Context: an optimization exercise on an open-source flow, tuned for small area and a short achievable clock period. The choices shown serve that exercise and are no tape-out recipe. Power is estimated from default activity; no workload was simulated.

== job 4750 ==
// folding_2
module folding_2(Xn,Yn,a,b,clk,switch,rst);
input [15:0] Xn,a,b;
input clk,switch,rst;
output reg [15:0] Yn;
reg ph;                   
reg rq;                   
reg [15:0] c;             
reg [15:0] h2, h3, h4;    
reg [15:0] as_, ac;       
wire [15:0] y = ph ? h3 : h4;
wire [15:0] as_g = as_ & {16{ph}};
wire [15:0] ac_g = ac & {16{ph}};
wire [15:0] x_g = Xn & {16{ph}};
wire [15:0] ns, nc, ysum;
wire sh = ~ph | rq;        
  wire pp0_0;
  wire pp0_1;
  wire pp0_2;
  wire pp0_3;
  wire pp0_4;
  wire pp0_5;
  wire pp0_6;
  wire pp0_7;
  wire pp0_8;
  wire pp0_9;
  wire pp0_10;
  wire pp0_11;
  wire pp0_12;
  wire pp0_13;
  wire pp0_14;
  wire pp0_15;
  wire pp1_0;
  wire pp1_1;
  wire pp1_2;
  wire pp1_3;
  wire pp1_4;
  wire pp1_5;
  wire pp1_6;
  wire pp1_7;
  wire pp1_8;
  wire pp1_9;
  wire pp1_10;
  wire pp1_11;
  wire pp1_12;
  wire pp1_13;
  wire pp1_14;
  wire pp2_0;
  wire pp2_1;
  wire pp2_2;
  wire pp2_3;
  wire pp2_4;
  wire pp2_5;
  wire pp2_6;
  wire pp2_7;
  wire pp2_8;
  wire pp2_9;
  wire pp2_10;
  wire pp2_11;
  wire pp2_12;
  wire pp2_13;
  wire pp3_0;
  wire pp3_1;
  wire pp3_2;
  wire pp3_3;
  wire pp3_4;
  wire pp3_5;
  wire pp3_6;
  wire pp3_7;
  wire pp3_8;
  wire pp3_9;
  wire pp3_10;
  wire pp3_11;
  wire pp3_12;
  wire pp4_0;
  wire pp4_1;
  wire pp4_2;
  wire pp4_3;
  wire pp4_4;
  wire pp4_5;
  wire pp4_6;
  wire pp4_7;
  wire pp4_8;
  wire pp4_9;
  wire pp4_10;
  wire pp4_11;
  wire pp5_0;
  wire pp5_1;
  wire pp5_2;
  wire pp5_3;
  wire pp5_4;
  wire pp5_5;
  wire pp5_6;
  wire pp5_7;
  wire pp5_8;
  wire pp5_9;
  wire pp5_10;
  wire pp6_0;
  wire pp6_1;
  wire pp6_2;
  wire pp6_3;
  wire pp6_4;
  wire pp6_5;
  wire pp6_6;
  wire pp6_7;
  wire pp6_8;
  wire pp6_9;
  wire pp7_0;
  wire pp7_1;
  wire pp7_2;
  wire pp7_3;
  wire pp7_4;
  wire pp7_5;
  wire pp7_6;
  wire pp7_7;
  wire pp7_8;
  wire pp8_0;
  wire pp8_1;
  wire pp8_2;
  wire pp8_3;
  wire pp8_4;
  wire pp8_5;
  wire pp8_6;
  wire pp8_7;
  wire pp9_0;
  wire pp9_1;
  wire pp9_2;
  wire pp9_3;
  ...
make LEC_CHECK=0 ABC_CLOCK_PERIOD_IN_PS=2500 CAP_MARGIN=20 CORE_MARGIN=2 CORE_UTILIZATION=40 SETUP_SLACK_MARGIN=5 SLEW_MARGIN=20 finish   # period 8.0 ns
run.sh (not shown) runs the stock make flow with config.mk's settings and CLKGATE_MAP_FILE= SYNTH_SCRIPT=/design/flow/synth_recipe.tcl, a recipe that flattens the netlist after the stock synthesis.
Job 4750 did not stop at any stage, and its layout met the timing, design-rule and antenna checks.
For job 7115, these inputs were changed with respect to job 4750:
Settings: clearing SETUP_SLACK_MARGIN, which used to be 5; clearing ABC_CLOCK_PERIOD_IN_PS, which used to be 2500.
Notes after the runs:
Diff job 4750 -> job 7115: count of cell instances traversed by the critical path fell by 1, design area fell by 6.2%, via count fell by 217, post-place instance area fell by 0.67%, time the final worst path needs with I/O delays and setup rose by 720 ps.
Worst setup slack: job 7115 lower than job 4750
Relative to job 4750, the met2 wire length of job 7115 is lower by about 7%.
Measured against each other, job 4750 and job 7115 differ in detailed placer's ending HPWL, the higher figure coming from job 7115.
Share of the clock period used by the worst path for job 7115: 9.0 points up relative to job 4750
Job 7115 ends up with a arrival time reported for the critical path endpoint that is 670 ps higher than in job 4750.
Relative to job 4750, wire length decreased by 1200 µm in job 7115.
Here is what was changed in the inputs of job 466 compared with job 7115.
Settings: ABC_CLOCK_PERIOD_IN_PS now 3000, previously not set; SETUP_SLACK_MARGIN now 4.5, previously not set.
Results
- For the total design power, job 466 came in 5.5% higher than job 7115 did.
- Summary of job 466 over job 7115: sequential power higher, synthesis-to-finish area growth higher, post-route standard cell area excluding fillers higher.
- Job 7115 reports its highest-delay cell along the critical path as sky130_fd_sc_hd__buf_4 while job 466 reports sky130_fd_sc_hd__fa_1.
- Between job 7115 and job 466, largest fanout of any net on the critical path decreased.
- As of job 466, total leakage power had risen by a few percent compared to job 7115.
No run of this note included a check of the RTL's function; only the layout flow was run.

Another version of the RTL of folding_2 (not shown whole).
Size in the first run: about 640 cells after synthesis, roughly 0.0082 mm2 of cells after synthesis.
Design folding_2, start of the top module:
module folding_2(Xn,Yn,a,b,clk,switch,rst);
input [15:0] Xn,a,b;
input clk,switch,rst;
output reg [15:0] Yn;
reg ph;                   
reg phn;                  
reg rq;                   
reg [7:0] bone, btwo, bneg;    
reg [15:0] yo;            
reg [15:0] h2, h3;        
reg [15:0] h4;            
reg [15:0] as_, ac;       
wire sh = phn | rq;       
genvar gk, gi;
wire [255:0] bpn;         
wire [15:0] cn = rst ? 16'd0 : (ph ? b : a);    
wire [16:0] ce = {cn, 1'b0};
wire [7:0] eone, etwo, eneg;
generate for (gk = 0; gk < 8; gk = gk + 1) begin : g_bo
  assign eone[gk] = ce[2*gk+1] ^ ce[2*gk];
  assign etwo[gk] = (ce[2*gk+2] & ~ce[2*gk+1] & ~ce[2*gk]) | (~ce[2*gk+2] & ce[2*gk+1] & ce[2*gk]);
  assign eneg[gk] = ce[2*gk+2];
  bpp0 q0 (yo[0], bone[gk], bneg[gk], bpn[gk*16]);
  for (gi = 1; gi < 16 - 2*gk; gi = gi + 1) begin : g_bpi
    bpp q (yo[gi], yo[gi-1], bone[gk], btwo[gk], bneg[gk], bpn[gk*16 + gi]);
  end
end endgenerate
wire [15:0] asg = as_ & {16{ph}};       
wire [15:0] acg = ac & {16{ph}};
wire [15:0] tsn, tcn, ysum;    
wire s1, k2;
wire s3, k4;
wire s5, k6;
wire s7, k8;
wire s9, k10;
wire s11, k12;
wire s13, k14;
wire s15, k16;
wire s17, k18;
wire s19, k20;
wire s21, k22;
wire s23, k24;
wire s25, k26;
wire s27, k28;
wire s29, k30;
wire s31, k32;
wire s33, k34;
wire s35, k36;
wire s37, k38;
wire s39, k40;
wire s41, k42;
wire s43, k44;
wire s45, k46;
wire s47, k48;
wire s49, k50;
wire s51, k52;
wire s53, k54;
wire s55, k56;
wire s57, k58;
wire s59, k60;
wire s61, k62;
wire s63, k64;
wire s65, k66;
wire s67, k68;
wire s69, k70;
wire s71, k72;
wire s73, k74;
wire s75, k76;
wire s77, k78;
wire s79, k80;
wire s81, k82;
wire s83, k84;
wire s85, k86;
wire s87, k88;
wire s89, k90;
wire s91, k92;
wire s93, k94;
wire s95, k96;
wire s97, k98;
wire s99, k100;
wire s101, k102;
wire s103, k104;
wire s105, k106;
wire s107, k108;
wire s109, k110;
wire s111, k112;
wire s113, k114;
wire s115, k116;
wire s117, k118;
wire s119, k120;
wire s121, k122;
wire s123, k124;
wire s125, k126;
wire s127, k128;
wire x129;
wire x130;
wire x131;
wire x132;
wire x133;
wire x134;
wire x135;
wire x136;
wire x137;
wire x138;
wire x139;
wire x140;
wire x141;
wire x142;
wire x143;
wire x144;
fa u0 (bneg[0], asg[0], acg[0], s1, k2);
fa u1 (asg[1], acg[1], bpn[1], s3, k4);
fa u2 (bneg[1], asg[2], acg[2], s5, k6);
  ...
==> flow/config.mk <==
export PLATFORM = sky130hd
export DESIGN_NAME = folding_2
export DESIGN_NICKNAME = folding_2
export VERILOG_FILES = /design/flow/design.v
export SDC_FILE = /design/flow/constraint.sdc
export NUM_CORES = 4
export LEC_CHECK = 0
export ABC_CLOCK_PERIOD_IN_PS = 2500
export CAP_MARGIN = 20
export CORE_MARGIN = 2
export CORE_UTILIZATION = 40
export SLEW_MARGIN = 20
export SYNTH_HIERARCHICAL = 1
export SYNTH_MINIMUM_KEEP_SIZE = 0
==> flow/constraint.sdc <==
create_clock -name core_clock -period 8.0 [get_ports {clk}]
set_input_delay 1.6000 -clock core_clock [delete_from_list [all_inputs] [get_ports {clk}]]
set_output_delay 1.6000 -clock core_clock [all_outputs]
set_load 0.01 [all_outputs]
standard.sh (not shown) runs the stock make flow with config.mk's settings and CLKGATE_MAP_FILE= SYNTH_SCRIPT=/design/flow/synth_recipe.tcl, a recipe that flattens the netlist after the stock synthesis.
==> flow/flow/run.sh <==
#!/bin/bash
# Own flow: the standard ORFS flow (standard.sh), with these changes:
#  - ports are buffered with sky130_fd_sc_hd__buf_1 (the resizer upsizes them where timing needs it)
#  - timing repair aims at 5.2 ns of setup slack
#  - CTS uses clkbuf_4/clkbuf_8 and inserts no dummy loads
# Each step's output goes to its own log in the work folder (ORFS also keeps its logs in orfs/logs).
set -euo pipefail
export BUFFER_PORTS_ARGS="-buffer_cell sky130_fd_sc_hd__buf_1"
export SETUP_SLACK_MARGIN=5.2
export CTS_ARGS="-sink_clustering_enable -repair_clock_nets -dont_use_dummy_load -buf_list {sky130_fd_sc_hd__clkbuf_4 sky130_fd_sc_hd__clkbuf_8}"
net="$PWD/orfs/results/sky130hd/folding_2/base/1_2_yosys.v"
bash standard.sh "$net" > synth.log 2>&1
n=$(grep -c 'sky130_fd_sc_hd__a22oi_2 ' "$net" || true)
sed -i 's/sky130_fd_sc_hd__a22oi_2 /sky130_fd_sc_hd__a22oi_1 /' "$net"
echo "swapped $n a22oi_2 for a22oi_1" > swap.log
bash standard.sh > standard.log 2>&1
Next try:
--- a/flow/flow/run.sh
+++ b/flow/flow/run.sh
@@ -2,10 +2,10 @@
 # Own flow: the standard ORFS flow (standard.sh), with these changes:
 #  - ports are buffered with sky130_fd_sc_hd__buf_1 (the resizer upsizes them where timing needs it)
-#  - timing repair aims at 5.2 ns of setup slack
+#  - timing repair aims at 5.25 ns of setup slack
 #  - CTS uses clkbuf_4/clkbuf_8 and inserts no dummy loads
 # Each step's output goes to its own log in the work folder (ORFS also keeps its logs in orfs/logs).
 set -euo pipefail
 export BUFFER_PORTS_ARGS="-buffer_cell sky130_fd_sc_hd__buf_1"
-export SETUP_SLACK_MARGIN=5.2
+export SETUP_SLACK_MARGIN=5.25
 export CTS_ARGS="-sink_clustering_enable -repair_clock_nets -dont_use_dummy_load -buf_list {sky130_fd_sc_hd__clkbuf_4 sky130_fd_sc_hd__clkbuf_8}"
 net="$PWD/orfs/results/sky130hd/folding_2/base/1_2_yosys.v"
--- a/flow/config.mk
+++ b/flow/config.mk
@@ -6,5 +6,5 @@
 export NUM_CORES = 4
 export LEC_CHECK = 0
-export ABC_CLOCK_PERIOD_IN_PS = 2500
+export ABC_CLOCK_PERIOD_IN_PS = 3000
 export CAP_MARGIN = 20
 export CORE_MARGIN = 2
Register-to-register slack barely changes.
Final area goes down by 1.0%.
Worst setup slack is worse by 0.0049 ns.
Wire length is lower by 2.8%.
Clock skew rises by 0.014 ns.
Sequential share of layout area is higher by 0.37 points.
Critical path depth stays the same.
Flip-flop and latch count stays the same.
Power barely changes.
Worst hold slack is about the same.
Via count went down by 0.72%.
Function was not checked in any run of this note: the RTL went through the layout flow alone.

[re-timing with driven ports]
The results above use ideal ports. As a check the final layouts listed here were re-extracted and re-timed, cells and wires unchanged.
Step 1 assumes that a clkbuf_16 drives the clock port and a buf_2 every other input.
Step 2 moves the port delays by t, midway between the first and last clock arrival at a register: inputs arrive t later, outputs are due t later. That takes back most of the time a late clock gives input paths.
a / b / c = ideal ports / drivers / drivers and shift; a / b = the first two.
run | t, ns | setup WS [ns] | worst hold slack (ns) | slew at the worst register clock pin (ns)
job 4750 | 0.461 | 3.803 / 3.803 / 3.803 | 0.412 / 0.412 / 0.412 | 0.06 / 0.06
job 7115 | 0.465 | 3.086 / 3.086 / 3.086 | 0.415 / 0.415 / 0.415 | 0.06 / 0.06
job 466 | 0.466 | 3.845 / 3.845 / 3.845 | 0.417 / 0.417 / 0.417 | 0.07 / 0.07
the first run of note 2 | 0.474 | 5.224 / 5.224 / 4.902 | 0.436 / 0.436 / 0.436 | 0.08 / 0.08
the second run of note 2 | 0.478 | 5.219 / 5.219 / 4.928 | 0.437 / 0.437 / 0.437 | 0.09 / 0.09
After both steps setup and hold are still met in every run listed. The setup slack of the first run of note 2, which loses most, moves by 0.000 ns with the drivers and by -0.322 ns with both steps.
